This design comes from an exercise in tuning for small area on the open sky130 flow, not from production work.
Only simulation tests tie the RTL to the original design; equivalence was not proved.
The clock cells of runs 5 and 6 come from the design's own scripts or RTL, not from TritonCTS.
The clock input has no modelled driver; a real chip could not lean on it and would need a root buffer or a full tree.
Power figures rest on the tool's default switching activity, not on a simulated workload.

==> design/flow/design.v <==
module spt(
input clk_100m,
input rst_spt_n,
output reg spt_cpuif_head_err,
output reg spt_cpuif_tail_err,
output reg spt_cpuif_short_pkt,
output reg spt_cpuif_long_pkt,
output reg spt_cpuif_ok_pkt,
output head_rise,
output tail_rise,
input vid_in,
input [15:0]data_in,
output SRAM_WE_A_N,
output [9:0]SRAM_ADDR_A,
output [16:0]SRAM_WDATA_A,
output [9:0]LAST_ADDR);
reg vid_in_d0,vid_in_d1,vid_in_d2,vid_in_d3,vid_in_d4;
always@(posedge clk_100m)
if (!rst_spt_n)begin
vid_in_d0<=1'b0;
vid_in_d1<=1'b0;
vid_in_d2<=1'b0;
vid_in_d3<=1'b0;
vid_in_d4<=1'b0;
end
else begin
vid_in_d0<=vid_in;
vid_in_d1<=vid_in_d0;
vid_in_d2<=vid_in_d1;
vid_in_d3<=vid_in_d2;
vid_in_d4<=vid_in_d3;
end
wire vid_in_posedge=vid_in_d2&~vid_in_d3;
wire vid_in_negedge=~vid_in_d0&vid_in_d1;
wire payload_flag=vid_in_d2&vid_in_d3;
reg [15:0]data_1,data_2,data_3,data_reg;
always@(posedge clk_100m)begin
data_1<=data_in;
data_2<=data_1;
data_3<=data_2;
if(vid_in|vid_in_d0|vid_in_d1|vid_in_d2)
  data_reg<=data_3;
end
reg[1:0]cs,nxst;
parameter [1:0]
INIT=2'b00,
HEAD=2'b01,
LOAD=2'b11,
TAIL=2'b10;
wire init_st=cs==INIT;
wire head_st=cs==HEAD;
wire load_st=cs==LOAD;
wire tail_st=cs==TAIL;
always @(posedge clk_100m)
if(!rst_spt_n)
cs<=INIT;
else
cs<=nxst;
always @(*)
case(cs)
INIT: nxst=vid_in_posedge?HEAD:INIT;
HEAD: nxst=vid_in_d1?LOAD:INIT;
LOAD: nxst=vid_in_d1?LOAD:TAIL;
default: nxst=INIT;
endcase
reg [9:0]data_cnt;
always@(posedge clk_100m)
if(head_st)
data_cnt<=10'h000;
else if(load_st)
data_cnt<=data_cnt+1'b1;
reg [16:0]sum;
wire [15:0]sum_a=data_3&{16{vid_in_d2}};
wire [16:0]sum_b=head_st?17'h0:sum;
always@(posedge clk_100m)
sum<=sum_a+sum_b[15:0]+sum_b[16];
wire tail_ok=(&sum[15:1])&(sum[16]?~sum[0]:(sum[0]&(|data_reg)));
always@(posedge clk_100m)
if(!rst_spt_n)
spt_cpuif_head_err<=1'b0;
else if(tail_st)
spt_cpuif_head_err<=1'b0;
else if(head_st)
spt_cpuif_head_err<=data_reg!=16'h55d5;
always@(posedge clk_100m)
if(!rst_spt_n|head_st)begin
spt_cpuif_tail_err<=1'b0;
spt_cpuif_short_pkt<=1'b0;
spt_cpuif_long_pkt<=1'b0;
spt_cpuif_ok_pkt<=1'b0;
end
else if(tail_st)begin
spt_cpuif_tail_err<=~tail_ok & data_cnt>=20 & data_cnt<=600;
spt_cpuif_short_pkt<=data_cnt<=20&data_cnt>3;
spt_cpuif_long_pkt<=data_cnt>601;
spt_cpuif_ok_pkt<=data_cnt>20 & data_cnt<=601 & tail_ok &~spt_cpuif_head_err;
end
reg head_d1,head_d2,tail_d1,tail_d2;
always@(posedge clk_100m)begin
head_d1<=head_st&~spt_cpuif_head_err;
head_d2<=head_d1;
tail_d1<=tail_st;
tail_d2<=tail_d1;
end
assign head_rise=head_d2;
assign tail_rise=tail_d2;
reg [9:0]last_addr;
reg spt_cs_a_n;
always@(posedge clk_100m)
if(!rst_spt_n)
spt_cs_a_n<=1'b1;
else if(!vid_in_d3&vid_in_d4)
spt_cs_a_n<=1'b1;
else if(vid_in_d3&!vid_in_d4)
spt_cs_a_n<=data_reg!=16'h55d5;
reg [9:0]spt_addr_a;
assign SRAM_WE_A_N=spt_cs_a_n;
assign SRAM_WDATA_A={vid_in_negedge,data_reg[7:0],data_reg[15:8]};
always@(posedge clk_100m)
if (head_st)
spt_addr_a<=spt_cpuif_ok_pkt? spt_addr_a : last_addr;
else if(payload_flag)
spt_addr_a<=spt_addr_a+1'b1;
assign SRAM_ADDR_A=spt_addr_a;
always@(posedge clk_100m)
if(!rst_spt_n)
last_addr<=10'h000;
else if(spt_cpuif_ok_pkt)
last_addr<=spt_addr_a;
assign LAST_ADDR=last_addr;
endmodule
module pkt_stats(
input clk_100m,
input rst_core_n,
input spt_cpuif_head_err,
input spt_cpuif_tail_err,
input spt_cpuif_short_pkt,
input spt_cpuif_long_pkt,
input spt_cpuif_ok_pkt,
input head_rise,
input tail_rise,
input CPU_RD,
input [15:0]CPU_ADDR,
output reg [31:0]CPU_RDATA
);
wire [4:0]pe={spt_cpuif_ok_pkt&tail_rise,
              spt_cpuif_long_pkt&tail_rise,
              spt_cpuif_short_pkt&tail_rise,
              spt_cpuif_tail_err&tail_rise,
              spt_cpuif_head_err&head_rise};
reg [15:0]cnt[0:4];
integer i;
always@(posedge clk_100m)
for(i=0;i<5;i=i+1)
if(!rst_core_n)
cnt[i]<=16'h0000;
else if(CPU_RD)
cnt[i]<={15'h0000,pe[i]};
else if(pe[i]&~&cnt[i])
cnt[i]<=cnt[i]+1'b1;
reg[15:0]register_out;
always@(*)
case(CPU_ADDR)
16'h4100:register_out=cnt[0];
16'h4104:register_out=cnt[1];
16'h4108:register_out=cnt[2];
16'h410C:register_out=cnt[3];
16'h4110:register_out=cnt[4];
default:register_out=16'h0000;
endcase
always @(posedge clk_100m)
if(!rst_core_n)
CPU_RDATA<=32'h0000_0000;
else if(CPU_RD)
CPU_RDATA<={16'h0000,register_out};
endmodule
module pkt_checker(
input clk,
input rst_n,
input vid_in,
input [15:0]data_in,
input cpu_rd,
input [15:0]cpu_addr,
output [31:0]cpu_rdata,
output head_err,
output tail_err,
output short_pkt,
output long_pkt,
output ok_pkt,
output buf_we,
output [9:0]buf_waddr,
output [16:0]buf_wdata,
output [9:0]buf_commit
);
wire sram_we_a_n;
wire head_rise,tail_rise;
spt spt_0(
.clk_100m(clk),
.rst_spt_n(rst_n),
.spt_cpuif_head_err(head_err),
.spt_cpuif_tail_err(tail_err),
.spt_cpuif_short_pkt(short_pkt),
.spt_cpuif_long_pkt(long_pkt),
.spt_cpuif_ok_pkt(ok_pkt),
.head_rise(head_rise),
.tail_rise(tail_rise),
.vid_in(vid_in),
.data_in(data_in),
.SRAM_WE_A_N(sram_we_a_n),
.SRAM_ADDR_A(buf_waddr),
.SRAM_WDATA_A(buf_wdata),
.LAST_ADDR(buf_commit));
assign buf_we=~sram_we_a_n;
pkt_stats pkt_stats_0(
.clk_100m(clk),
.rst_core_n(rst_n),
.spt_cpuif_head_err(head_err),
.spt_cpuif_tail_err(tail_err),
.spt_cpuif_short_pkt(short_pkt),
.spt_cpuif_long_pkt(long_pkt),
.spt_cpuif_ok_pkt(ok_pkt),
.head_rise(head_rise),
.tail_rise(tail_rise),
.CPU_RD(cpu_rd),
.CPU_ADDR(cpu_addr),
.CPU_RDATA(cpu_rdata));
endmodule
==> design/flow/run.sh <==
#!/bin/bash
# synth_recipe.tcl (not shown) runs the flow's synth.tcl, then flattens the netlist and writes it again
# the make line also repeats each setting of config.mk as NAME=value (left out here)
make -C /OpenROAD-flow-scripts/flow DESIGN_CONFIG=/design/flow/config.mk WORK_HOME=/design/flow/orfs CLKGATE_MAP_FILE= SYNTH_SCRIPT=/design/flow/synth_recipe.tcl finish
==> design/flow/config.mk <==
export PLATFORM = sky130hd
export DESIGN_NAME = pkt_checker
export DESIGN_NICKNAME = pkt_checker
export VERILOG_FILES = /design/flow/design.v
export SDC_FILE = /design/flow/constraint.sdc
export NUM_CORES = 4
export LEC_CHECK = 0
export CAP_MARGIN = 20
export CORE_MARGIN = 2
export CORE_UTILIZATION = 40
export SLEW_MARGIN = 20
==> design/flow/constraint.sdc <==
create_clock -name core_clock -period 4.5 [get_ports {clk}]
set_input_delay 0.9000 -clock core_clock [delete_from_list [all_inputs] [get_ports {clk}]]
set_output_delay 0.9000 -clock core_clock [all_outputs]
set_load 0.01 [all_outputs]
==> summary.md, run 1 <==
| Metric | Value |
|---|---|
| Seq pwr share | 45.0% |
| Worst path bufs/invs | 1 |
| Setup TNS | 0 ps |
| CP Cell Sequence | nand2b_1, nand2_1, fa_1, inv_1, fa_1, a21o_1, a221oi_1, nor3_1, o41ai_1, xnor2_1 |
| Pwr/cell area | 401 nW/µm² |
| CORE AREA | 25100 µm² |
| Total CTS buffers | 26 |
| Largest net degree at the start of global routing | 48 |
| CP Launch Type | flip-flop |
| Final Hold Viols | 0 |
| Fmax | 300 MHz |
| Seq/Total Area, Yosys | 46.6% |
| Post CTS Setup Buffer Count | 0 |
| Worst Path Max Fanout | 17 |
| Layout Nets | 1226 |
| WP data arrival | 3790 ps |
| Initial antenna violation count | 0 |
| Pint | 3.75 mW |
| Post-Route WL | 23600 µm |
| Async SR Flop Fraction | 0% |
| Max H-tree Level | 1 |
| CTS resizes | 0 |
| Family with the most delay on the worst path | compound AO/OA/AOI/OAI gates |
| Clock share of power | 45.0% |
| Ratio of cells with drive above 1 in the final layout | 5.41% |
| Skew-Pair Late Insertion Delay | 530 ps |
| Max IR drop VDD | 344 µV |
| RSZ-0062 raised after global routing | false |
| Die area | 26700 µm² |
| Io pins | 111 |
| Slew HR | 32.4% |
| Top cell by count, worst path | fa_1 |
| Crit. End Element | flip-flop |
| Hold crit path type | flip-flop to flip-flop |
| Wirelength per Cell | 15.6 µm |
| Ys Warns | 3 |
| Via/cell ratio | 5.22 |
| Hold buffers post-CTS | 0 |
| Synthesized area | 10200 µm² |
| Area growth from synthesis to layout | 20.4% |
| Status | complete, no violations |
| Drt initial violations | 551 |
| CP peak stage delay | 580 ps |
| Root Driver | clkbuf_16 |
| CP Data Required Time | 4960 ps |
| Overall power | 4.91 mW |
| NetSw | 1.16 mW |
| Synth Area per Inst | 9.37 µm² |
| Count of state elements after synthesis | 224 |
| # Max-Cap Violations | 0 |
| Site Rows | 58 |
| Switch share | 23.6% |
| DRC | 0 |
| Initial Utilization | 40.5% |
| Number of distinct library cells after synthesis | 71 |
| Final period util | 74.0% |
| Die width | 163 µm |
| Register bank with the most flops | pkt_stats_0.cnt |
| Drt first pass iters | 5 |
| Met1 GRT Util | 24.5% |
| IO Port Bufs | 94 |
| TritonCTS clock tree | done |
| First-pass GRT wire length | 38300 µm |
| Met3 Resource Use GR | 2.54% |
| Clk sink count | 224 |
| Routed Antenna Nets | 0 |
| Worst-Margin Slew | 1010 ps |
| Gate power share | 10.0% |
| Clock transition at path regs | 60 ps |
| Top FF cell, synth | dfxtp_1 |
| Slew Viols, Final | 0 |
| Min cycle time layout | 3330 ps |
| Post-DP HPWL | 16600 µm |
| Die span in y | 163 µm |
| Crit path kind | flip-flop to flip-flop |
| Leakage power | 4.36 nW |
| Critical-path top delay cell | dfxtp_1 |
| Final hold slack | 324 ps |
| Clock skew | 16.8 ps |
| DR vias | 7895 |
| GRT busiest layer | met2 |
| Post-synth EDFFs | 26 |
| Synth Instances | 1085 |
| Final setup viols | 0 |
| Top flop regs | pkt_stats_0.cnt: 80 flops, spt_0.sum: 17 flops |
| Met2 Use GR | 28.3% |
| Max reg flops | 80 |
| N_diodes | 0 |
| Routability Congestion | 0.821 |
| Gr usage total | 17.6% |
| Grt ovf | 0 |
| Maximum clock path buffer count | 3 |
| Vias in the first global route | 7417 |
placed cells by master, fill, tap and decap left out, types with 30 or more instances in the layout:
master and count:
nand2_1 81, nand4_1 30, and2_1 41, a21oi_1 46, dfxtp_1 198, nand3_1 43
mux2i_1 53, o21ai_0 34, xnor2_1 51, nor2_1 97, clkdlybuf4s50_1 93
final cells by class:
type | count | area [µm²]
fill | 2394 | 12900
multi-input combinational | 787 | 5080
sequential | 224 | 4740
timing repair buffer | 102 | 1010
clock buffer | 38 | 777
tap | 330 | 413
clock inverter | 9 | 139
inverter | 22 | 82.6
Yosys cell counts (all sizes together) (5+ instances only):
cell type | count | share of area (%)
dfxtp | 198 | 39
and3 | 13 | 0.80
and2 | 41 | 2.5
a211oi | 9 | 0.71
nor2 | 97 | 3.6
nand2 | 81 | 3.0
nor4b | 7 | 0.60
ha | 25 | 3.1
nand4b | 5 | 0.43
nand4 | 30 | 1.8
nor3b | 8 | 0.59
nand2b | 13 | 0.80
o22a | 16 | 1.4
edfxtp | 26 | 7.7
or2 | 5 | 0.31
o31ai | 6 | 0.44
mux2i | 53 | 5.2
or3 | 5 | 0.31
nor3 | 27 | 1.5
inv | 22 | 0.81
o21ai | 40 | 2.0
nand3 | 43 | 2.1
xnor2 | 51 | 4.4
nor4 | 25 | 1.6
a31oi | 23 | 1.4
and4 | 5 | 0.43
o221a | 5 | 0.55
a21oi | 46 | 2.3
buf | 25 | 1.6
xor2 | 16 | 1.4
clkbuf | 42 | 1.5
nor2b | 18 | 1.1
cells by family (layout without fill, tap and decap cells):
| kind of cell | Yosys count | in the layout | share of synthesized area [%] |
|---|---|---|---|
| AOI/OAI and AO/OA | 185 | 185 | 12.0 |
| xor gates and xnor gates | 67 | 67 | 5.77 |
| adders and majority gates | 27 | 27 | 3.47 |
| buffers and inverters | 89 | 171 | 4.01 |
| DFF | 224 | 224 | 46.6 |
| muxes | 53 | 53 | 5.22 |
| other | 1 | 16 | 0.0369 |
| and+or+nand+nor | 439 | 439 | 22.9 |
routing by layer:
layer | share of wire [%] | vias up
li1 | - | 4034
met1 | 49 | 3659
met2 | 45 | 166
met3 | 3.8 | 36
met4 | 2.7 | 0
met5 | 0 | -
path summary, 6_finish.rpt:
kind / start / end / slack [ps] / cells after the start
min: spt_0.data_2[11] / spt_0.data_3[11] / 320 / 0
max: spt_0.cs[0] / spt_0.sum[12] / 1170 / 10
min reg2reg: spt_0.data_2[11] / spt_0.data_3[11] / 320 / 0
max reg2reg: spt_0.cs[0] / spt_0.sum[12] / 1170 / 10
worst reg2reg max path: cells and delay by family (launching register included):
| kind | cells | cell delay, ps |
|---|---|---|
| DFF | 1 | 580 |
| buffers and inverters | 1 | 50 |
| AOI/OAI and AO/OA | 3 | 1090 |
| adders and majority gates | 2 | 610 |
| and+or+nand+nor | 3 | 780 |
| xor gates and xnor gates | 1 | 160 |
power by group through the flow:
stage,clock [mW],sequential [mW],combinational (mW)
finish,2.21,2.21,0.493
global route,2.34,2.22,0.556
CTS,2.26,2.21,0.495
detailed placement,0,2.25,0.493
global placement,0,2.25,0.487
floorplan,0,2.23,0.356
per-stage QoR:
step	setup slack [ps]	area, µm²	utilization [%]	cells
5_1_grt	727	12200	48.8	1512
4_1_cts	1110	12200	48.8	1512
2_1_floorplan	1420	10200	-	1100
3_3_place_gp	1220	11300	45.1	1465
6_report	1170	12200	48.8	1512
3_5_place_dp	1170	11300	45.1	1465
==> run 2: changes to the inputs <==
--- a/design/flow/design.v
+++ b/design/flow/design.v
@@ -149,29 +149,32 @@
               spt_cpuif_tail_err&tail_rise,
               spt_cpuif_head_err&head_rise};
+wire clr=CPU_RD|~rst_core_n;
 reg [15:0]cnt[0:4];
 integer i;
 always@(posedge clk_100m)
 for(i=0;i<5;i=i+1)
-if(!rst_core_n)
-cnt[i]<=16'h0000;
-else if(CPU_RD)
-cnt[i]<={15'h0000,pe[i]};
-else if(pe[i]&~&cnt[i])
-cnt[i]<=cnt[i]+1'b1;
-reg[15:0]register_out;
+cnt[i]<={{15{~clr}}&(cnt[i][15:1]^cnt_t[i][15:1]),
+         rst_core_n&(CPU_RD?pe[i]:cnt[i][0]^cnt_t[i][0])};
+reg [15:0]cnt_t[0:4];
+integer j,k;
 always@(*)
-case(CPU_ADDR)
-16'h4100:register_out=cnt[0];
-16'h4104:register_out=cnt[1];
-16'h4108:register_out=cnt[2];
-16'h410C:register_out=cnt[3];
-16'h4110:register_out=cnt[4];
-default:register_out=16'h0000;
-endcase
+for(j=0;j<5;j=j+1)begin
+cnt_t[j][0]=pe[j]&~&cnt[j];
+for(k=1;k<16;k=k+1)
+cnt_t[j][k]=cnt_t[j][k-1]&cnt[j][k-1];
+end
+wire base=CPU_ADDR[15:5]==11'h208 && CPU_ADDR[1:0]==2'b00;
+wire [4:0]sel;
+assign sel[0]=base&CPU_ADDR[4:2]==3'd0;
+assign sel[1]=base&CPU_ADDR[4:2]==3'd1;
+assign sel[2]=base&CPU_ADDR[4:2]==3'd2;
+assign sel[3]=base&CPU_ADDR[4:2]==3'd3;
+assign sel[4]=base&CPU_ADDR[4:2]==3'd4;
+wire [4:0]ld=sel&{5{CPU_RD&rst_core_n}};
+wire hold=~CPU_RD&rst_core_n;
 always @(posedge clk_100m)
-if(!rst_core_n)
-CPU_RDATA<=32'h0000_0000;
-else if(CPU_RD)
-CPU_RDATA<={16'h0000,register_out};
+CPU_RDATA<={16'h0000,
+  {16{ld[0]}}&cnt[0] | {16{ld[1]}}&cnt[1] | {16{ld[2]}}&cnt[2] |
+  {16{ld[3]}}&cnt[3] | {16{ld[4]}}&cnt[4] | {16{hold}}&CPU_RDATA[15:0]};
 endmodule
 module pkt_checker(
==> design/flow/flow/run.sh (new file) <==
#!/bin/bash
# Synthesis: the standard script, but ABC maps for area (flow/abc_area.script
# in place of the speed script) and Yosys's half/full-adder extraction is off,
# so ABC maps the adders and counters too. Registers are unchanged.
# Layout: the standard ORFS flow, with ports buffered by buf_1 and a CTS
# that uses smaller clock buffers and no dummy loads.
set -euo pipefail
W=$PWD
rm -rf "$W/synth_scripts"
cp -r "$FLOW_HOME/scripts" "$W/synth_scripts"
cp "$W/flow/abc_area.script" "$W/synth_scripts/abc_speed.script"
bash standard.sh synth SCRIPTS_DIR="$W/synth_scripts" ADDER_MAP_FILE= > synth.log 2>&1
bash standard.sh finish \
  BUFFER_PORTS_ARGS="-buffer_cell sky130_fd_sc_hd__buf_1" \
  CTS_ARGS="-sink_clustering_enable -repair_clock_nets -dont_use_dummy_load -buf_list sky130_fd_sc_hd__clkbuf_8 -sink_clustering_size 12 -sink_clustering_max_diameter 60" \
  > layout.log 2>&1
==> design/flow/flow/abc_area.script (new file) <==
&get -n
&st
&dch
&nf -R 1000 -E 100
&put
topo
dnsize -c
==> design/flow/standard.sh (new file) <==
#!/bin/bash
# synth_recipe.tcl (not shown) runs the flow's synth.tcl, then flattens the netlist and writes it again
# the make line also repeats each setting of config.mk as NAME=value (left out here)
make -C /OpenROAD-flow-scripts/flow DESIGN_CONFIG=/design/flow/config.mk WORK_HOME=/design/flow/orfs CLKGATE_MAP_FILE= SYNTH_SCRIPT=/design/flow/synth_recipe.tcl "${@:-finish}"
removed: design/flow/run.sh
==> run 2 against run 1 <==
  * Clock-buffer cell count is 16 lower
  * Global-route usage fell by 0.83 points
  * Synthesized cell count fell by 23%
  * Worst hold slack is essentially flat
  * Synthesized area down 18%
  * Still clean on timing, DRC and antenna
  * Largest power group unchanged
  * Critical path depth is 5 higher
  * Cell area fell by 24%
  * Sequential power about the same
  * Die area is 18% lower
  * Clock power decreased by 52%
  * Clock skew rose by 28 ps
  * First-iteration DRC count down 21%
==> summary.md, run 2 <==
| Metric | Value |
|---|---|
| Status | complete, no violations |
| WP data arrival | 3910 ps |
| Crit. End Element | flip-flop |
| Fmax | 291 MHz |
| Max IR drop VDD | 299 µV |
| Family with the most delay on the worst path | simple AND/OR/NAND/NOR gates |
| IO Port Bufs | 94 |
| Setup TNS | 0 ps |
| Most common cell after layout, fill and taps aside | dfxtp_1 |
| Site Rows | 52 |
| Vias in the first global route | 5981 |
| Total CTS buffers | 22 |
| Sequential Area | 4740 µm² |
| DR vias | 6598 |
| Ys Warns | 4 |
| Hold buffers post-CTS | 0 |
| Top flop regs | pkt_stats_0.cnt: 80 flops, spt_0.sum: 17 flops |
| Post-synth top area share | 47.6% |
| Final setup viols | 0 |
| Count of state elements after synthesis | 224 |
| CP Launch Type | flip-flop |
| Via/cell ratio | 5.37 |
| Synth Instances | 834 |
| Final Hold Viols | 0 |
| Post-Route WL | 18700 µm |
| Die span in y | 148 µm |
| Routed Antenna Nets | 0 |
| Slew Viols, Final | 0 |
| Ratio of cells with drive above 1 in the final layout | 3.75% |
| Maximum clock path buffer count | 3 |
| Most frequent cells in the layout | dfxtp_1, nor2_1, buf_1 |
| DRC | 0 |
| Seq/Total Area, Yosys | 56.9% |
| Drt initial violations | 438 |
| CP peak stage delay | 460 ps |
| Largest net degree at the start of global routing | 38 |
| Worst-Margin Slew | 954 ps |
| CP Cell Sequence | nand2b_1, buf_4, nand4_1, and2_0, nand2_1, nor2_1, nor2_1, nor2_1, a211oi_1, o211ai_1, a21oi_1, o221a_1, clkinv_1, a21oi_1, xnor2_1 |
| Gr usage total | 16.7% |
| Area leader, netlist | dfxtp_1 |
| Drt first pass iters | 7 |
| Worst Path Max Fanout | 20 |
| CTS resizes | 0 |
| Post-route setup slack | 1060 ps |
| Routability Congestion | 0.836 |
| CP Data Required Time | 4970 ps |
| Crit path kind | flip-flop to flip-flop |
| TritonCTS clock tree | done |
| Top-count cell post-synth | dfxtp_1 |
| Initial Utilization | 40.9% |
| Synthesized area | 8330 µm² |
| Clock transition at path regs | 80 ps |
| Area of the multi-input gates | 3500 µm² |
| Worst path bufs/invs | 2 |
| Final cell count without fillers | 1229 |
| Clock share of power | 29.3% |
| Max reg flops | 80 |
| Slew HR | 36.1% |
| Seq pwr share | 61.4% |
| Critical-path top delay cell | nand2b_1 |
| Root Driver | clkbuf_8 |
| Async SR Flop Fraction | 0% |
| Max H-tree Level | 1 |
| RSZ-0062 raised after global routing | false |
| Top FF cell, synth | dfxtp_1 |
| Min cycle time layout | 3440 ps |
| Grt ovf | 0 |
| Hold crit path type | flip-flop to flip-flop |
| DP Cell Count | 1207 |
| N_diodes | 0 |
| Io pins | 111 |
| Top cell by count, worst path | nor2_1 |
| Switch share | 25.0% |
| Synth Area per Inst | 9.99 µm² |
| Synth top cells by count | dfxtp_1, nor2_1, nor3_1, nand2_1, a21oi_1 |
| NetSw | 0.905 mW |
| Clk sink count | 224 |
| Post CTS Setup Buffer Count | 0 |
| Layout Nets | 997 |
| Area growth from synthesis to layout | 12.2% |
| Pint | 2.72 mW |
| Pwr/cell area | 387 nW/µm² |
| # fillers | 1955 |
| Synth top area cells | dfxtp_1, edfxtp_1, nor2_1 |
| Die width | 148 µm |
| Post-synth EDFFs | 26 |
| CORE AREA | 20400 µm² |
| Initial antenna violation count | 0 |
| Gate power share | 9.3% |
| Overall power | 3.62 mW |
| Register bank with the most flops | pkt_stats_0.cnt |
| Wirelength per Cell | 15.2 µm |
| Die area | 22000 µm² |
| # Max-Cap Violations | 0 |
| Post-DP HPWL | 13500 µm |
| Leakage power | 3.33 nW |
| First-pass GRT wire length | 30400 µm |
| Skew-Pair Late Insertion Delay | 540 ps |
| Worst slack, placed | 1120 ps |
| Clock skew | 44.5 ps |
| Number of distinct library cells after synthesis | 50 |
| Final period util | 76.4% |
==> run 2: cell count changes in the layout (fill, tap and decap cells not counted), sizes merged, moves of 26 or more <==
cell and change:
a222oi +32, nor3 +38, nand3 -36, buf +96, xnor2 -38, clkdlybuf4s50 -93
mux2i -44, inv -26
==> run 2: layout make-up <==
| type | count | area share, % |
|---|---|---|
| Inverter | 9 | 0.361 |
| Clock buffer | 22 | 3.24 |
| Multi-Input combinational cell | 599 | 37.4 |
| Tap cell | 270 | 3.61 |
| Sequential cell | 224 | 50.7 |
| Timing Repair Buffer | 105 | 4.66 |
==> run 2: worst paths after layout <==
kind,cells after the start,slack (ps),start,endpoint
max,15,1060,spt_0.cs[1],spt_0.sum[13]
min,0,320,spt_0.data_2[4],spt_0.data_3[4]
max reg2reg,15,1060,spt_0.cs[1],spt_0.sum[13]
min reg2reg,0,320,spt_0.data_2[4],spt_0.data_3[4]
==> run 2: cells by family (layout without fill, tap and decap cells) <==
logic type                 count (synthesis)  in the layout  share of synthesized area (%)
and+or+nand+nor                          387            387                           23.8
xor gates and xnor gates                  22             22                           2.31
other                                      1             16                         0.0450
muxes                                      9              9                           1.08
adders and majority gates                  1              1                          0.120
DFF                                      224            224                           56.9
AOI/OAI and AO/OA                        164            164                           13.7
buffers and inverters                     26            136                           1.94
==> run 2: metrics by stage <==
step                cell area (µm²)  hold slack [ps]  utilization, %
global route                   9350              332            45.9
floorplan                      8390              310               -
detailed placement             9050              312            44.4
finish                         9350              324            45.9
global placement               9050              310            44.4
CTS                            9350              325            45.9
==> run 2: power by group through the flow <==
| stage | registers, mW | clock network, mW | logic, mW |
|---|---|---|---|
| 2_1_floorplan | 2.24 | 0 | 0.265 |
| 3_3_place_gp | 2.27 | 0 | 0.337 |
| 3_5_place_dp | 2.27 | 0 | 0.338 |
| 5_1_grt | 2.24 | 1.16 | 0.384 |
| 6_report | 2.22 | 1.06 | 0.338 |
| 4_1_cts | 2.22 | 1.10 | 0.340 |
==> run 2: per-layer routing <==
layer  share of wire, %  global-route usage, %  vias up
met5                  0                      0        -
met4                2.0                   4.24        0
met3                4.4                   2.52       25
met2                 43                   25.9      140
met1                 50                   24.6     3069
li1                   -                      -     3364
==> run 3: changes to the inputs <==
--- a/design/flow/design.v
+++ b/design/flow/design.v
@@ -68,6 +68,6 @@
 if(head_st)
 data_cnt<=10'h000;
-else if(load_st)
-data_cnt<=data_cnt+1'b1;
+else
+data_cnt<=data_cnt+load_st;
 reg [16:0]sum;
 wire [15:0]sum_a=data_3&{16{vid_in_d2}};
@@ -120,6 +120,6 @@
 if (head_st)
 spt_addr_a<=spt_cpuif_ok_pkt? spt_addr_a : last_addr;
-else if(payload_flag)
-spt_addr_a<=spt_addr_a+1'b1;
+else
+spt_addr_a<=spt_addr_a+payload_flag;
 assign SRAM_ADDR_A=spt_addr_a;
 always@(posedge clk_100m)
--- a/design/flow/flow/run.sh
+++ b/design/flow/flow/run.sh
@@ -11,6 +11,6 @@
 cp "$W/flow/abc_area.script" "$W/synth_scripts/abc_speed.script"
 bash standard.sh synth SCRIPTS_DIR="$W/synth_scripts" ADDER_MAP_FILE= > synth.log 2>&1
-bash standard.sh finish \
+bash standard.sh finish SKIP_REPAIR_TIE_FANOUT=1 \
   BUFFER_PORTS_ARGS="-buffer_cell sky130_fd_sc_hd__buf_1" \
-  CTS_ARGS="-sink_clustering_enable -repair_clock_nets -dont_use_dummy_load -buf_list sky130_fd_sc_hd__clkbuf_8 -sink_clustering_size 12 -sink_clustering_max_diameter 60" \
+  CTS_ARGS="-sink_clustering_enable -repair_clock_nets -dont_use_dummy_load -buf_list sky130_fd_sc_hd__clkbuf_8 -sink_clustering_size 16 -sink_clustering_max_diameter 70" \
   > layout.log 2>&1
==> run 3 against run 2 <==
  * Clock skew fell by 3.2 ps
  * Utilization fell by 0.70 points
  * Synthesized area fell by 1.1%
  * Cell count fell by 0.90%
  * Die area fell by 1.0%
  * Worst setup slack improved by 100 ps
  * Highest routed layer is now met5
  * Critical path depth rose by 5
  * Critical endpoint is now spt_0.sum[15]
==> summary.md, run 3 <==
| Metric | Value |
|---|---|
| Via/cell ratio | 5.35 |
| Dpl cell area | 8900 µm² |
| Skew-Pair Late Insertion Delay | 510 ps |
| Hold buffers post-CTS | 0 |
| Gr usage total | 16.1% |
| First-pass GRT wire length | 29000 µm |
| Final Hold Viols | 0 |
| Total CTS buffers | 18 |
| Top FF cell, synth | dfxtp_1 |
| Count of state elements after synthesis | 224 |
| # Max-Cap Violations | 0 |
| Post-synth top area share | 50.5% |
| Sequential Area | 4640 µm² |
| Post-synth EDFFs | 16 |
| Clock transition at path regs | 100 ps |
| Post-DP HPWL | 12800 µm |
| Fmax | 300 MHz |
| Largest net degree at the start of global routing | 44 |
| CP Data Required Time | 4910 ps |
| Worst-Margin Slew | 973 ps |
| Worst Path Max Fanout | 21 |
| Area leader, netlist | dfxtp_1 |
| IO Port Bufs | 94 |
| Fin util | 45.2% |
| Most common cell after layout, fill and taps aside | dfxtp_1 |
| Post-Route WL | 17900 µm |
| Top flop regs | pkt_stats_0.cnt: 80 flops, spt_0.sum: 17 flops |
| Initial antenna violation count | 1 |
| CTS resizes | 0 |
| Root Driver | clkbuf_8 |
| Crit. End Element | flip-flop |
| Die span in y | 148 µm |
| Worst slack, placed | 1180 ps |
| Crit path kind | flip-flop to flip-flop |
| Vias in the first global route | 5857 |
| Grt ovf | 0 |
| Initial Utilization | 40.7% |
| Met1 GRT Util | 22.1% |
| CP Launch Type | flip-flop |
| Worst path bufs/invs | 1 |
| Synth top area cells | dfxtp_1, edfxtp_1, nor2_1 |
| RSZ-0062 raised after global routing | false |
| Max H-tree Level | 1 |
| Post-route setup slack | 1170 ps |
| DR vias | 6522 |
| Drt first pass iters | 11 |
| Synth top cells by count | dfxtp_1, nor2_1, nor3_1, nand2_1, nand4_1 |
| Top-count cell post-synth | dfxtp_1 |
| Routability Congestion | 0.829 |
| Max IR drop VDD | 295 µV |
| Register bank with the most flops | pkt_stats_0.cnt |
| Status | complete, no violations |
| CP Cell Sequence | nand2b_1, buf_4, nand2_1, xor2_1, nand2_1, o21ai_0, nand2_1, o21ai_0, nand2_1, nand2_1, a41oi_1, nand2b_1, o211ai_1, nand2_1, nor3_1, nor2_1, nor3_1, or3_1, o21ai_0, xnor2_1 |
| Pwr/cell area | 384 nW/µm² |
| Async SR Flop Fraction | 0% |
| Routed Antenna Nets | 0 |
| Io pins | 111 |
| Met2 Use GR | 25.7% |
| Synth Area per Inst | 9.79 µm² |
| Final setup viols | 0 |
| # fillers | 1969 |
| Family with the most delay on the worst path | simple AND/OR/NAND/NOR gates |
| Ys Warns | 4 |
| Ratio of cells with drive above 1 in the final layout | 3.38% |
| Final period util | 74.1% |
| Slew Viols, Final | 0 |
| Leakage power | 3.25 nW |
| CP peak stage delay | 430 ps |
| Max reg flops | 80 |
| Clk sink count | 224 |
| Synthesized area | 8250 µm² |
| Met3 Resource Use GR | 3.24% |
| Design area | 9150 µm² |
| Top cell by count, worst path | nand2_1 |
| Setup TNS | 0 ps |
| Drt initial violations | 500 |
| Min cycle time layout | 3330 ps |
| Seq/Total Area, Yosys | 56.3% |
| Maximum clock path buffer count | 3 |
| Most frequent cells in the layout | dfxtp_1, nor2_1, buf_1 |
| Wirelength per Cell | 14.7 µm |
| Area growth from synthesis to layout | 11.0% |
| Post CTS Setup Buffer Count | 0 |
| Slew HR | 35.0% |
| WP data arrival | 3740 ps |
| TritonCTS clock tree | done |
| Site Rows | 52 |
| CORE AREA | 20200 µm² |
| GRT busiest layer | met2 |
| Clock skew | 41.3 ps |
| Synth Instances | 842 |
| Critical-path top delay cell | dfxtp_1 |
| Die area | 21800 µm² |
| DRC | 0 |
| Hold crit path type | flip-flop to flip-flop |
| Die width | 148 µm |
| Number of distinct library cells after synthesis | 48 |
| Area of the multi-input gates | 3460 µm² |
| N_diodes | 0 |
| Layout Nets | 986 |
[run 3: cell count changes after synthesis, moves of 3 or more]
cell	delta
nand3_1	-5
nand2_1	+6
dfxtp_1	+10
nor2_1	+19
or3_1	+3
nor3_1	+11
o21ai_0	-4
edfxtp_1	-10
a211oi_1	-5
a21oi_1	-16
and2_0	-3
[run 3: cell type report]
cell class	instances	area share (%)
multi-input combinational	594	37.8
tap	270	3.69
clock buffer	18	2.71
timing repair buffer	105	4.76
inverter	7	0.287
sequential	224	50.8
[run 3: cell families (layout without fill, tap and decap cells)]
logic type | count (synthesis) | in the layout | share of synthesized area, %
buffers and inverters | 24 | 130 | 1.87
and+or+nand+nor | 417 | 417 | 25.5
other | 1 | 1 | 0.0455
xor gates and xnor gates | 22 | 22 | 2.34
muxes | 10 | 10 | 1.21
DFF | 224 | 224 | 56.3
AOI/OAI and AO/OA | 144 | 144 | 12.7
[run 3: report_power, final]
group / switching [mW] / internal, mW / total [mW]
combinational: 0.189 / 0.139 / 0.328
clock: 0.601 / 0.361 / 0.962
sequential: 0.0957 / 2.13 / 2.23
[run 3: routing by layer]
layer  wire length (µm)  part of all wire, %  vias to the layer above
met4                421                  2.3                        2
met1               8510                   47                     3005
met3                972                  5.4                       31
li1                   -                    -                     3340
met2               8010                   45                      144
met5                 13                0.072                        -
[run 3: path summary, 6_finish.rpt]
kind              slack [ps]          start  depth (start not counted)            end
setup / recovery        1170    spt_0.cs[1]                         20  spt_0.sum[15]
hold reg to reg          320  spt_0.tail_d1                          0  spt_0.tail_d2
hold / removal           320  spt_0.tail_d1                          0  spt_0.tail_d2
setup reg to reg        1170    spt_0.cs[1]                         20  spt_0.sum[15]
[run 3: through the flow]
stage / std cells / power (mW) / hold WS, ps
after floorplan: 842 / 2.50 / 310
after global placement: 1200 / 2.60 / 310
after detailed placement: 1200 / 2.60 / 312
after CTS: 1218 / 3.57 / 321
after global routing: 1218 / 3.69 / 329
final: 1218 / 3.51 / 321
==> run 4: changes to the inputs <==
--- a/design/flow/design.v
+++ b/design/flow/design.v
@@ -71,6 +71,7 @@
 data_cnt<=data_cnt+load_st;
 reg [16:0]sum;
-wire [15:0]sum_a=data_3&{16{vid_in_d2}};
-wire [16:0]sum_b=head_st?17'h0:sum;
+wire sum_restart=head_st|(load_st&~vid_in_d3);
+wire [15:0]sum_a=data_3;
+wire [16:0]sum_b=sum_restart?17'h0:sum;
 always@(posedge clk_100m)
 sum<=sum_a+sum_b[15:0]+sum_b[16];
--- a/design/flow/config.mk
+++ b/design/flow/config.mk
@@ -8,4 +8,4 @@
 export CAP_MARGIN = 20
 export CORE_MARGIN = 2
-export CORE_UTILIZATION = 40
+export CORE_UTILIZATION = 60
 export SLEW_MARGIN = 20
==> run 4 against run 3 <==
  * Still clean on timing, DRC and antenna
  * Sequential power is essentially flat
  * Cell count decreased by 8.8%
  * Worst setup slack got worse by 310 ps
  * Via count grew 2.3%
  * Sequential share of layout area increased by 1.1 points
  * Synthesized area fell by 0.58%
  * Worst hold slack got worse by 36 ps
  * Cell area decreased by 2.1%
  * Global-route usage grew 8.1 points
  * First-iteration DRC count increased by 67%
  * Largest cell class unchanged
  * Largest power group unchanged
==> summary.md, run 4 <==
| Metric | Value |
|---|---|
| Status | complete, no violations |
| FF-to-FF setup slack | 850 ps |
| Synth Instances | 832 |
| Worst R2R Path Depth | 16 |
| Clock skew | 57.5 ps |
| Crit. End Element | flip-flop |
| Total CTS buffers | 17 |
| Clock transition at path regs | 100 ps |
| Gr usage total | 24.2% |
| Number of distinct library cells after synthesis | 47 |
| Slew Viols, Final | 0 |
| Layout Nets | 973 |
| Routed Antenna Nets | 0 |
| Ratio of cells with drive above 1 in the final layout | 3.10% |
| CP Data Required Time | 4900 ps |
| Clk sink count | 224 |
| CP Launch Type | flip-flop |
| DRC | 0 |
| Post-Route WL | 18100 µm |
| Dpl cell area | 8720 µm² |
| Worst Hold End | spt_0.data_3[8] |
| Io pins | 111 |
| Max H-tree Level | 1 |
| Die width | 121 µm |
| CTS resizes | 0 |
| CORE AREA | 13300 µm² |
| Maximum clock path buffer count | 3 |
| Most frequent cells in the layout | dfxtp_1, nor2_1, buf_1 |
| Post-DP HPWL | 13200 µm |
| Routability Congestion | 0.873 |
| Drt initial violations | 837 |
| First-pass GRT wire length | 28800 µm |
| Worst Path Max Fanout | 34 |
| Skew-Pair Late Insertion Delay | 520 ps |
| Register bank with the most flops | pkt_stats_0.cnt |
| Leakage power | 3.28 nW |
| End of the worst register-to-register path | spt_0.sum[15] |
| Setup TNS | 0 ps |
| Worst-Margin Slew | 1060 ps |
| Fmax | 274 MHz |
| Area growth from synthesis to layout | 9.25% |
| Post-synth EDFFs | 16 |
| Root Driver | clkbuf_8 |
| WP data arrival | 4050 ps |
| Critical-path top delay cell | dfxtp_1 |
| Site Rows | 42 |
| Top flop regs | pkt_stats_0.cnt: 80 flops, spt_0.sum: 17 flops |
| TritonCTS clock tree | done |
| DP Cell Count | 1094 |
| WHS Path Cells | 0 |
| Design area | 8960 µm² |
| IO Port Bufs | 94 |
| Vias in the first global route | 5967 |
| Min-delay src | spt_0.data_2[8] |
| Via/cell ratio | 6.01 |
| Synth Area per Inst | 9.85 µm² |
| RSZ-0062 raised after global routing | false |
| CP Cell Sequence | nand2_1, nand2_1, buf_4, nand3_1, nand2_1, maj3_1, a21oi_1, or2_0, o31ai_1, and3_1, o21ai_0, or4_1, o211ai_1, nand4_1, nand4_1, xor2_1 |
| Final setup viols | 0 |
| Most common cell after layout, fill and taps aside | dfxtp_1 |
| Initial Utilization | 61.7% |
| Synth top area cells | dfxtp_1, edfxtp_1, nor2_1 |
| Crit path kind | flip-flop to flip-flop |
| Drt first pass iters | 8 |
| Die span in y | 121 µm |
| DR vias | 6674 |
| Top-count cell post-synth | dfxtp_1 |
| # Max-Cap Violations | 0 |
| Post-synth top area share | 50.8% |
| Ys Warns | 4 |
| Min cycle time layout | 3650 ps |
| Seq/Total Area, Yosys | 56.7% |
| Initial antenna violation count | 0 |
| Pwr/cell area | 415 nW/µm² |
| Slew HR | 28.8% |
| N_diodes | 0 |
| Top FF cell, synth | dfxtp_1 |
| Area leader, netlist | dfxtp_1 |
| Post CTS Setup Buffer Count | 0 |
| Async SR Flop Fraction | 0% |
| CP peak stage delay | 500 ps |
| Hold crit path type | flip-flop to flip-flop |
| Die area | 14600 µm² |
| Worst r2r src | spt_0.cs[1] |
| Overall power | 3.71 mW |
| Final Hold Viols | 0 |
| Max IR drop VDD | 374 µV |
| Final period util | 81.0% |
| Count of state elements after synthesis | 224 |
| Max reg flops | 80 |
| Final cell count without fillers | 1111 |
| Hold buffers post-CTS | 0 |
| Grt ovf | 0 |
| Largest net degree at the start of global routing | 49 |
| Top cell by count, worst path | nand2_1 |
| Synthesized area | 8200 µm² |
| Wirelength per Cell | 16.3 µm |
| Synth top cells by count | dfxtp_1, nor2_1, nor3_1, a21oi_1, nand2_1 |
-- run 4: layer usage --
metal | global-route usage [%] | up-vias | routed length (µm)
met5 | 0 | - | 0
met4 | 5.67 | 0 | 267
met2 | 37.7 | 254 | 8030
met1 | 35.0 | 3122 | 8440
li1 | - | 3274 | -
met3 | 4.51 | 24 | 1400
-- run 4: stage by stage --
stage | utilization, % | hold slack [ps] | worst slack [ps]
2_1_floorplan | - | 310 | 810
3_3_place_gp | 65.6 | 310 | 1060
3_5_place_dp | 65.6 | 312 | 966
4_1_cts | 67.3 | 291 | 919
5_1_grt | 67.4 | 293 | 553
6_report | 67.4 | 284 | 853
-- run 4: layout make-up --
class	count	area, µm²
Clock buffer	17	234
Fill cell	1098	4340
Inverter	7	26.3
Multi-Input combinational cell	584	3410
Sequential cell	224	4640
Tap cell	176	220
Timing Repair Buffer	103	420
-- run 4: critical path, delay by kind of cell (launching register included) --
family          cells  cell delay (ps)
compound gates      4              830
xor+xnor            1              130
fa+ha+maj           1              210
buf+inv             1              300
flops               1              500
simple gates        9             1620
-- run 4: where the power goes --
group / switching, mW / internal (mW)
clock: 0.576 / 0.341
sequential: 0.106 / 2.15
combinational: 0.307 / 0.235
total: 0.989 / 2.72
-- run 4: cell families after synthesis --
family,after synthesis,synth area share [%]
simple gates,398,24.9
flops,224,56.7
compound gates,151,12.7
buf+inv,24,1.88
xor+xnor,23,2.46
mux,10,1.22
fa+ha+maj,1,0.122
other cells,1,0.0457
-- run 4: how the worst max path moves through the flow --
| stage | startpoint | to | slack, ps | cells after the start |
|---|---|---|---|---|
| after floorplan | spt_0.cs[1] | spt_0.sum[15] | 810 | 17 |
| after global placement | spt_0.cs[0] | spt_0.sum[14] | 1060 | 14 |
| after detailed placement | spt_0.cs[0] | spt_0.sum[14] | 970 | 14 |
| after CTS | spt_0.cs[1] | spt_0.sum[15] | 920 | 16 |
| after global routing | spt_0.cs[0] | spt_0.sum[14] | 550 | 14 |
| final | spt_0.cs[1] | spt_0.sum[15] | 850 | 16 |
==> run 5: changes to the inputs <==
==> design/flow/flow/run.sh (replaced) <==
#!/bin/bash
# Synthesis: the standard script, but ABC maps for area (flow/abc_area.script
# in place of the speed script) and Yosys's half/full-adder extraction is off,
# so ABC maps the adders and counters too. Registers are unchanged.
# Layout: the standard ORFS flow, with ports buffered by buf_1, one tie cell
# for the constant outputs, and the clock tree built by flow/manual_cts.tcl
# (ORFS's CTS step runs it and skips its own tree building).
set -euo pipefail
W=$PWD
rm -rf "$W/synth_scripts"
cp -r "$FLOW_HOME/scripts" "$W/synth_scripts"
cp "$W/flow/abc_area.script" "$W/synth_scripts/abc_speed.script"
bash standard.sh synth SCRIPTS_DIR="$W/synth_scripts" ADDER_MAP_FILE= > synth.log 2>&1
bash standard.sh finish SKIP_REPAIR_TIE_FANOUT=1 \
  BUFFER_PORTS_ARGS="-buffer_cell sky130_fd_sc_hd__buf_1" \
  PRE_CTS_TCL="$W/flow/manual_cts.tcl" \
  > layout.log 2>&1
==> design/flow/flow/abc_area.script (replaced) <==
&get -n
&st
&dch -f
&nf -R 1000 -E 100 -F 8 -A 8
&put
topo
dnsize -c
==> design/flow/flow/manual_cts.tcl (new file) <==
# Clock tree built by hand before ORFS's CTS step, which is then skipped:
# the flip-flops are split into balanced clusters by location (k-means with a
# size cap), each cluster gets a clkbuf_8 at its centre, and two root clkbuf_8,
# each at the centre of the leaves on one side, drive them. The clock port
# feeds only the two roots.
set leaf_cell sky130_fd_sc_hd__clkbuf_8
set root_cell sky130_fd_sc_hd__clkbuf_8
set max_fanout [expr {[info exists ::env(MANUAL_CTS_FANOUT)] ? $::env(MANUAL_CTS_FANOUT) : 18}]

set db [ord::get_db]
set block [ord::get_db_block]
set clk_net [[$block findBTerm clk] getNet]

set sinks {}
set xs {}
set ys {}
foreach it [$clk_net getITerms] {
  set inst [$it getInst]
  set bb [$inst getBBox]
  lappend sinks $it
  lappend xs [expr {([$bb xMin] + [$bb xMax]) / 2.0}]
  lappend ys [expr {([$bb yMin] + [$bb yMax]) / 2.0}]
}
set n [llength $sinks]
set k [expr {int(ceil(double($n) / $max_fanout))}]
set cap [expr {int(ceil(double($n) / $k))}]
puts "manual CTS: $n sinks, $k leaf buffers, at most $cap sinks each"

# initial centres: sinks sorted by x, then by y inside each of k slices
set order [lsort -real -indices $xs]
set cx {}
set cy {}
for {set c 0} {$c < $k} {incr c} {
  set i [lindex $order [expr {int(($c + 0.5) * $n / $k)}]]
  lappend cx [lindex $xs $i]
  lappend cy [lindex $ys $i]
}

for {set iter 0} {$iter < 40} {incr iter} {
  # capacity-limited assignment: all (sink, centre) pairs by distance
  set pairs {}
  for {set i 0} {$i < $n} {incr i} {
    set x [lindex $xs $i]
    set y [lindex $ys $i]
    for {set c 0} {$c < $k} {incr c} {
      set d [expr {abs($x - [lindex $cx $c]) + abs($y - [lindex $cy $c])}]
      lappend pairs [list $d $i $c]
    }
  }
  set pairs [lsort -real -index 0 $pairs]
  set assign [lrepeat $n -1]
  set count [lrepeat $k 0]
  set left $n
  foreach p $pairs {
    lassign $p d i c
    if {[lindex $assign $i] >= 0} continue
    if {[lindex $count $c] >= $cap} continue
    lset assign $i $c
    lset count $c [expr {[lindex $count $c] + 1}]
    incr left -1
    if {$left == 0} break
  }
  set sx [lrepeat $k 0.0]
  set sy [lrepeat $k 0.0]
  for {set i 0} {$i < $n} {incr i} {
    set c [lindex $assign $i]
    lset sx $c [expr {[lindex $sx $c] + [lindex $xs $i]}]
    lset sy $c [expr {[lindex $sy $c] + [lindex $ys $i]}]
  }
  for {set c 0} {$c < $k} {incr c} {
    if {[lindex $count $c] > 0} {
      lset cx $c [expr {[lindex $sx $c] / [lindex $count $c]}]
      lset cy $c [expr {[lindex $sy $c] / [lindex $count $c]}]
    }
  }
}

set leaf_master [$db findMaster $leaf_cell]
set root_master [$db findMaster $root_cell]
# two roots, each driving the leaves on one side (split by x)
set nroot 2
set lorder [lsort -real -indices $cx]
set roots {}
for {set r 0} {$r < $nroot} {incr r} {
  set root [odb::dbInst_create $block $root_master clkbuf_root_$r]
  set root_net [odb::dbNet_create $block clknet_root_$r]
  $root_net setSigType CLOCK
  [$root findITerm X] connect $root_net
  [$root findITerm A] connect $clk_net
  lappend roots [list $root $root_net 0.0 0.0 0]
}
for {set j 0} {$j < $k} {incr j} {
  set c [lindex $lorder $j]
  set r [expr {$j * $nroot / $k}]
  lassign [lindex $roots $r] root root_net rx ry rn
  set buf [odb::dbInst_create $block $leaf_master clkbuf_leaf_$c]
  set net [odb::dbNet_create $block clknet_leaf_$c]
  $net setSigType CLOCK
  [$buf findITerm X] connect $net
  [$buf findITerm A] connect $root_net
  $buf setLocation [expr {int([lindex $cx $c])}] [expr {int([lindex $cy $c])}]
  $buf setPlacementStatus PLACED
  lset roots $r [list $root $root_net [expr {$rx + [lindex $cx $c]}] [expr {$ry + [lindex $cy $c]}] [expr {$rn + 1}]]
}
for {set i 0} {$i < $n} {incr i} {
  set it [lindex $sinks $i]
  set net [$block findNet clknet_leaf_[lindex $assign $i]]
  $it disconnect
  $it connect $net
}
foreach rr $roots {
  lassign $rr root root_net rx ry rn
  $root setLocation [expr {int($rx / $rn)}] [expr {int($ry / $rn)}]
  $root setPlacementStatus PLACED
}
$clk_net setSigType CLOCK
global_connect

rename clock_tree_synthesis orfs_clock_tree_synthesis
proc clock_tree_synthesis {args} {
  puts "clock tree built by manual_cts.tcl; clock_tree_synthesis skipped"
}
==> run 5 against run 4 <==
  * Utilization shrank 0.38 points
  * Worst hold slack better by 48 ps
  * Register-to-register slack lost 70 ps
  * Combinational power shrank 1%
  * Die area decreased by 0.88%
  * Global-route usage down 0.38 points
  * Routed wire length shrank 1.9%
  * Fmax fell by 1.8%
  * Critical path depth shrank 1
  * Flip-flop and latch count stayed put
  * Sequential share of layout area increased by 0.50 points
==> summary.md, run 5 <==
| Metric | Value |
|---|---|
| Status | complete, no violations |
| Highest Signal Layer | met4 |
| Synth Instances | 816 |
| # Max-Cap Violations | 0 |
| Grt ovf | 0 |
| CORE AREA | 13200 µm² |
| Top flop regs | pkt_stats_0.cnt: 80 flops, spt_0.sum: 17 flops |
| Skew-Pair Late Insertion Delay | 370 ps |
| Design area | 8870 µm² |
| DR vias | 6601 |
| Hold buffers post-CTS | 0 |
| Vias in the first global route | 6167 |
| Pwr/cell area | 412 nW/µm² |
| Die area | 14500 µm² |
| Synth top area cells | dfxtp_1, edfxtp_1, nor2_1 |
| Worst slack, placed | 845 ps |
| Area of the multi-input gates | 3340 µm² |
| Final Hold Viols | 0 |
| Hold crit path type | flip-flop to flip-flop |
| Seq/Total Area, Yosys | 57.2% |
| Clock transition at path regs | 110 ps |
| Ratio of cells with drive above 1 in the final layout | 3.16% |
| Die span in y | 120 µm |
| Ys Warns | 4 |
| Min cycle time layout | 3710 ps |
| IO Port Bufs | 94 |
| RSZ-0062 raised after global routing | false |
| Post-route setup slack | 786 ps |
| Most common cell after layout, fill and taps aside | dfxtp_1 |
| Initial antenna violation count | 0 |
| Count of state elements after synthesis | 224 |
| DRC | 0 |
| # fillers | 1104 |
| Via/cell ratio | 6.03 |
| Post CTS Setup Buffer Count | 0 |
| Max reg flops | 80 |
| Async SR Flop Fraction | 0% |
| DP Cell Count | 1079 |
| First-pass GRT wire length | 28800 µm |
| Layout Nets | 956 |
| Fmax | 269 MHz |
| Post-synth top area share | 51.3% |
| Routability Congestion | 0.844 |
| Routed Antenna Nets | 0 |
| Register bank with the most flops | pkt_stats_0.cnt |
| Wirelength per Cell | 16.3 µm |
| Worst-Margin Slew | 965 ps |
| Dpl cell area | 8660 µm² |
| Drt initial violations | 721 |
| Clock skew | 21.6 ps |
| WL met2 | 8660 µm |
| Top FF cell, synth | dfxtp_1 |
| Met3 routed WL | 869 µm |
| Post-synth EDFFs | 16 |
| Sequential Area | 4640 µm² |
| Most frequent cells in the layout | dfxtp_1, nor2_1, buf_1 |
| Area leader, netlist | dfxtp_1 |
| Final setup viols | 0 |
| Number of distinct library cells after synthesis | 48 |
| Die width | 120 µm |
| Slew Viols, Final | 0 |
| DRT met1 WL | 7800 µm |
| Top-count cell post-synth | dfxtp_1 |
| Post-Route WL | 17800 µm |
| Setup TNS | 0 ps |
| Gr usage total | 23.8% |
| Crit path kind | flip-flop to flip-flop |
| Post-DP HPWL | 12900 µm |
| Site Rows | 42 |
| CP Data Required Time | 4750 ps |
| Final period util | 82.5% |
| Drt first pass iters | 7 |
| Synth Area per Inst | 9.96 µm² |
| Largest net degree at the start of global routing | 42 |
| Final hold slack | 332 ps |
| Worst Path Max Fanout | 33 |
| Initial Utilization | 61.3% |
| Slew HR | 35.4% |
| CTS resizes | 0 |
| Synthesized area | 8120 µm² |
| N_diodes | 0 |
| CP Launch Type | flip-flop |
| Area growth from synthesis to layout | 9.18% |
| Final cell count without fillers | 1094 |
| Leakage power | 3.20 nW |
| Synth top cells by count | dfxtp_1, nor2_1, a21oi_1, nor3_1, and3_1 |
| WP data arrival | 3970 ps |
| Io pins | 111 |
| Crit. End Element | flip-flop |
| Max IR drop VDD | 375 µV |
==> run 5: worst paths after layout <==
check	cells past startpoint	to	slack, ps	start
worst max-delay path	15	spt_0.sum[15]	790	spt_0.vid_in_d3
worst min register to register	0	spt_0.data_3[7]	330	spt_0.data_2[7]
worst min-delay path	0	spt_0.data_3[7]	330	spt_0.data_2[7]
worst max register to register	15	spt_0.sum[15]	790	spt_0.vid_in_d3
==> run 5: final cells by class <==
type                            count  share of cell area, %
Inverter                            7                  0.296
Tap cell                          176                   2.48
Buffer                             15                   2.33
Timing Repair Buffer              104                   4.82
Multi-Input combinational cell    568                   37.7
Sequential cell                   224                   52.4
==> run 5: layer usage <==
metal	vias up	global-route usage (%)
met5	-	0
met4	0	6.18
met3	29	1.89
met2	213	42.4
met1	3102	31.3
li1	3257	-
==> run 5: stage by stage <==
| stage | total power, mW | utilization [%] |
|---|---|---|
| 6_report | 3.66 | 67.0 |
| 5_1_grt | 3.83 | 67.0 |
| 4_1_cts | 3.48 | 67.0 |
| 3_5_place_dp | 2.83 | 65.4 |
| 3_3_place_gp | 2.79 | 65.4 |
| 2_1_floorplan | 2.69 | - |
==> run 5: worst max-delay path: stages (launching register included) <==
cell,delay [ps]
dfxtp_1,370
clkinv_1,170
a21oi_2,180
buf_4,310
and3_1,250
a31oi_1,80
o21bai_1,240
a21oi_1,130
or2_0,240
o31ai_1,370
nand3_1,140
and3_1,190
a21oi_1,190
a31oi_1,180
o311ai_0,430
xnor2_1,120
==> run 5: logic make-up after synthesis <==
kind of cell	share of synthesized area, %
AOI/OAI and AO/OA	13.8
xor gates and xnor gates	3.13
buffers and inverters	1.89
DFF	57.2
muxes	1.28
other	0.0462
and+or+nand+nor	22.7
==> run 5: power by group <==
part           internal, mW  switching [mW]
sequential             2.15           0.106
clock                 0.304           0.563
combinational         0.216           0.320
total                  2.67           0.989
==> run 6: changes to the inputs <==
--- a/design/flow/design.v
+++ b/design/flow/design.v
@@ -74,6 +74,12 @@
 wire [15:0]sum_a=data_3;
 wire [16:0]sum_b=sum_restart?17'h0:sum;
-always@(posedge clk_100m)
-sum<=sum_a+sum_b[15:0]+sum_b[16];
+wire [16:0]sum_c;
+assign sum_c[0]=sum_b[16];
+genvar g;
+generate for(g=0;g<16;g=g+1)begin:add
+assign sum_c[g+1]=(sum_a[g]&sum_b[g])|(sum_c[g]&(sum_a[g]^sum_b[g]));
+end endgenerate
+always@(posedge clk_100m)
+sum<={sum_c[16],sum_a^sum_b[15:0]^sum_c[15:0]};
 wire tail_ok=(&sum[15:1])&(sum[16]?~sum[0]:(sum[0]&(|data_reg)));
 always@(posedge clk_100m)
==> run 6 against run 5 <==
  * Combinational power increased by 130%
  * First-iteration DRC count increased by 15%
  * Largest cell class unchanged
  * The layout now fails its checks (setup timing)
  * Utilization increased by 5.4 points
  * Critical path depth increased by 19
  * Critical path type unchanged
  * Critical endpoint unchanged
  * Global-route usage increased by 5.3 points
  * Cell count increased by 5.7%
==> summary.md, run 6 <==
| Metric | Value |
|---|---|
| Status | finished with violations |
| Layout violations | setup timing |
| Post-DP HPWL | 13100 µm |
| Ys Warns | 4 |
| Switch share | 27.9% |
| Worst slack, placed | -301 ps |
| WP data arrival | 5430 ps |
| # fillers | 949 |
| Pwr/cell area | 462 nW/µm² |
| Max reg flops | 80 |
| Vias in the first global route | 6667 |
| Post-synth EDFFs | 16 |
| Die span in y | 120 µm |
| Post-synthesis simple-gate area fraction | 21.0% |
| Most common cell after layout, fill and taps aside | dfxtp_1 |
| CP peak stage delay | 370 ps |
| Top flop regs | pkt_stats_0.cnt: 80 flops, spt_0.sum: 17 flops |
| Slew HR | 45.7% |
| Post-synthesis adder-cell area fraction | 0% |
| Pint | 3.17 mW |
| Worst Path Max Fanout | 4 |
| Gr usage total | 29.1% |
| First-pass GRT wire length | 33800 µm |
| Via/cell ratio | 6.06 |
| Worst r2r src | spt_0.cs[0] |
| Skew-Pair Late Insertion Delay | 380 ps |
| Top cell by count, worst path | nor2_1 |
| Synth Area in Compound Gates | 13.1% |
| Worst path bufs/invs | 0 |
| Ratio of cells with drive above 1 in the final layout | 12.6% |
| Seq pwr share | 51.9% |
| Drt first pass iters | 8 |
| Io pins | 111 |
| Worst Setup SP | spt_0.cs[0] |
| Hold crit path type | flip-flop to flip-flop |
| Post-Route WL | 21000 µm |
| IO Port Bufs | 94 |
| Main combinational cell family by area after synthesis | simple AND/OR/NAND/NOR gates |
| Area leader, netlist | dfxtp_1 |
| Post-route setup slack | -669 ps |
| DRC | 0 |
| Synth Instances | 797 |
| CP Data Required Time | 4760 ps |
| Top-count cell post-synth | dfxtp_1 |
| DR vias | 7006 |
| Initial Utilization | 61.1% |
| Area of the multi-input gates | 3310 µm² |
| CP Launch Type | flip-flop |
| Min cycle time layout | 5170 ps |
| Site Rows | 42 |
| Clock transition at path regs | 110 ps |
| Hold buffers post-CTS | 0 |
| Count of state elements after synthesis | 224 |
| Number of distinct library cells after synthesis | 45 |
| Crit. End Element | flip-flop |
| Async SR Flop Fraction | 0% |
| CORE AREA | 13100 µm² |
| Final period util | 115% |
| Die width | 120 µm |
| Synth Area in XOR/XNOR | 4.69% |
| Mux cell area share after synthesis | 1.29% |
| End of the worst register-to-register path | spt_0.sum[15] |
| Slew Viols, Final | 0 |
| Crit path depth | 34 |
| N_diodes | 0 |
| Worst-Margin Slew | 804 ps |
| FF-to-FF setup slack | -670 ps |
| Routability Congestion | 0.879 |
| Clock share of power | 19.9% |
| NetSw | 1.23 mW |
| RSZ-0062 raised after global routing | true |
| Synth top cells by count | dfxtp_1, nor2_1, nor3_1, a21oi_1, nand2_1 |
| Routed Antenna Nets | 0 |
| Layout Nets | 1018 |
| Largest net degree at the start of global routing | 53 |
| # Max-Cap Violations | 0 |
| Worst R2R Path Depth | 34 |
| Family with the most delay on the worst path | compound AO/OA/AOI/OAI gates |
| Final Hold Viols | 0 |
| Critical-path top delay cell | dfxtp_4 |
| Crit path kind | flip-flop to flip-flop |
| Leakage power | 3.63 nW |
| Area growth from synthesis to layout | 18.4% |
| Drt initial violations | 827 |
| Top FF cell, synth | dfxtp_1 |
| Register bank with the most flops | pkt_stats_0.cnt |
| Crit path to | spt_0.sum[15] |
| Synth top area cells | dfxtp_1, edfxtp_1, nor2_1 |
| Max IR drop VDD | 442 µV |
| Grt ovf | 0 |
| Die area | 14300 µm² |
| Clock skew | 39.0 ps |
| Gate power share | 28.1% |
| Post-synth top area share | 51.9% |
| Initial antenna violation count | 0 |
| Fmax | 193 MHz |
| Sequential Area | 4650 µm² |
| Synthesized area | 8020 µm² |
| Final setup viols | 5 |
| Most frequent cells in the layout | dfxtp_1, buf_1, nor2_1 |
| Fin util | 72.3% |
| Wirelength per Cell | 18.2 µm |
| Final hold slack | 317 ps |
| Seq/Total Area, Yosys | 57.9% |
| Synth Area per Inst | 10.1 µm² |
[run 6: final cells by class]
cell class	instances	area share (%)
Multi-Input combinational cell	547	34.9
Buffer	15	2.17
Timing Repair Buffer	185	11.4
Sequential cell	224	48.9
Inverter	9	0.355
Tap cell	176	2.32
[run 6: per-stage QoR]
step	area, µm²	setup TNS (ps)	power (mW)	instances
3_5_place_dp	8760	-770	2.90	1083
3_3_place_gp	8760	-220	2.86	1083
4_1_cts	9610	-646	4.20	1171
5_1_grt	9500	-4920	4.59	1156
2_1_floorplan	8060	-1930	2.66	797
6_report	9500	-2780	4.40	1156
[run 6: power by group through the flow]
stage	clock, mW	combinational, mW	sequential [mW]
after global routing	0.957	1.34	2.29
final	0.876	1.24	2.28
after CTS	0.645	1.26	2.30
after floorplan	0	0.379	2.28
after detailed placement	0	0.603	2.30
after global placement	0	0.570	2.29
[run 6: worst min-delay path by stage]
| stage | startpoint | end | slack, ps | cells past startpoint |
|---|---|---|---|---|
| after floorplan | spt_0.data_1[0] | spt_0.data_2[0] | 310 | 0 |
| after global placement | spt_0.data_2[10] | spt_0.data_3[10] | 310 | 0 |
| after detailed placement | spt_0.data_2[13] | spt_0.data_3[13] | 310 | 0 |
| after CTS | spt_0.data_2[13] | spt_0.data_3[13] | 310 | 0 |
| after global routing | spt_0.data_2[2] | spt_0.data_3[2] | 340 | 0 |
| final | spt_0.data_2[2] | spt_0.data_3[2] | 320 | 0 |
[run 6: timing repair]
action,4_1_cts,5_1_grt
setup buffers,74,6
pin swaps,2,5
endpoints found under the setup margin,3,10
gates resized for setup,24,10
[run 6: cells by family after synthesis]
group / after synthesis
other: 1
XOR/XNOR: 43
AND/OR/NAND/NOR: 334
buffers and inverters: 26
multiplexers: 10
AO/OA/AOI/OAI: 159
flip-flops: 224
[run 6: per-layer routing]
layer / global-route usage, % / share of wire [%] / up-vias
li1: - / - / 3303
met2: 48.6 / 47 / 313
met3: 3.47 / 7.4 / 54
met1: 39.7 / 42 / 3336
met5: 0 / 0 / -
met4: 8.97 / 3.3 / 0

-- separate check: timing with driven ports --
In the flow no input, the clock included, has a driving cell. The finished layouts below were timed again as built, in two steps. Step 1, drivers: a clkbuf_16 drives clk and a buf_2 each remaining input, both assumed. Step 2 adds t to the input delays and takes it off the output delays; t is the mean of the earliest and latest rising clock arrival at the registers after step 1. Input paths then give back, and output paths get back, about the clock's delay inside the block. Three values: no drivers, after step 1, after step 2; two values: the first two.
run	shift t [ns]	slack for setup (ns)	cell pins on the clock port's net
run 1	0.565	1.169 / 1.169 / 1.169	1
run 2	0.550	1.061 / 1.061 / 1.061	1
run 3	0.534	1.166 / 1.166 / 1.166	1
run 4	0.526	0.853 / 0.853 / 0.853	1
run 5	0.407	0.786 / 0.786 / 0.786	2
run 6	0.409	-0.669 / -0.669 / -0.669	2
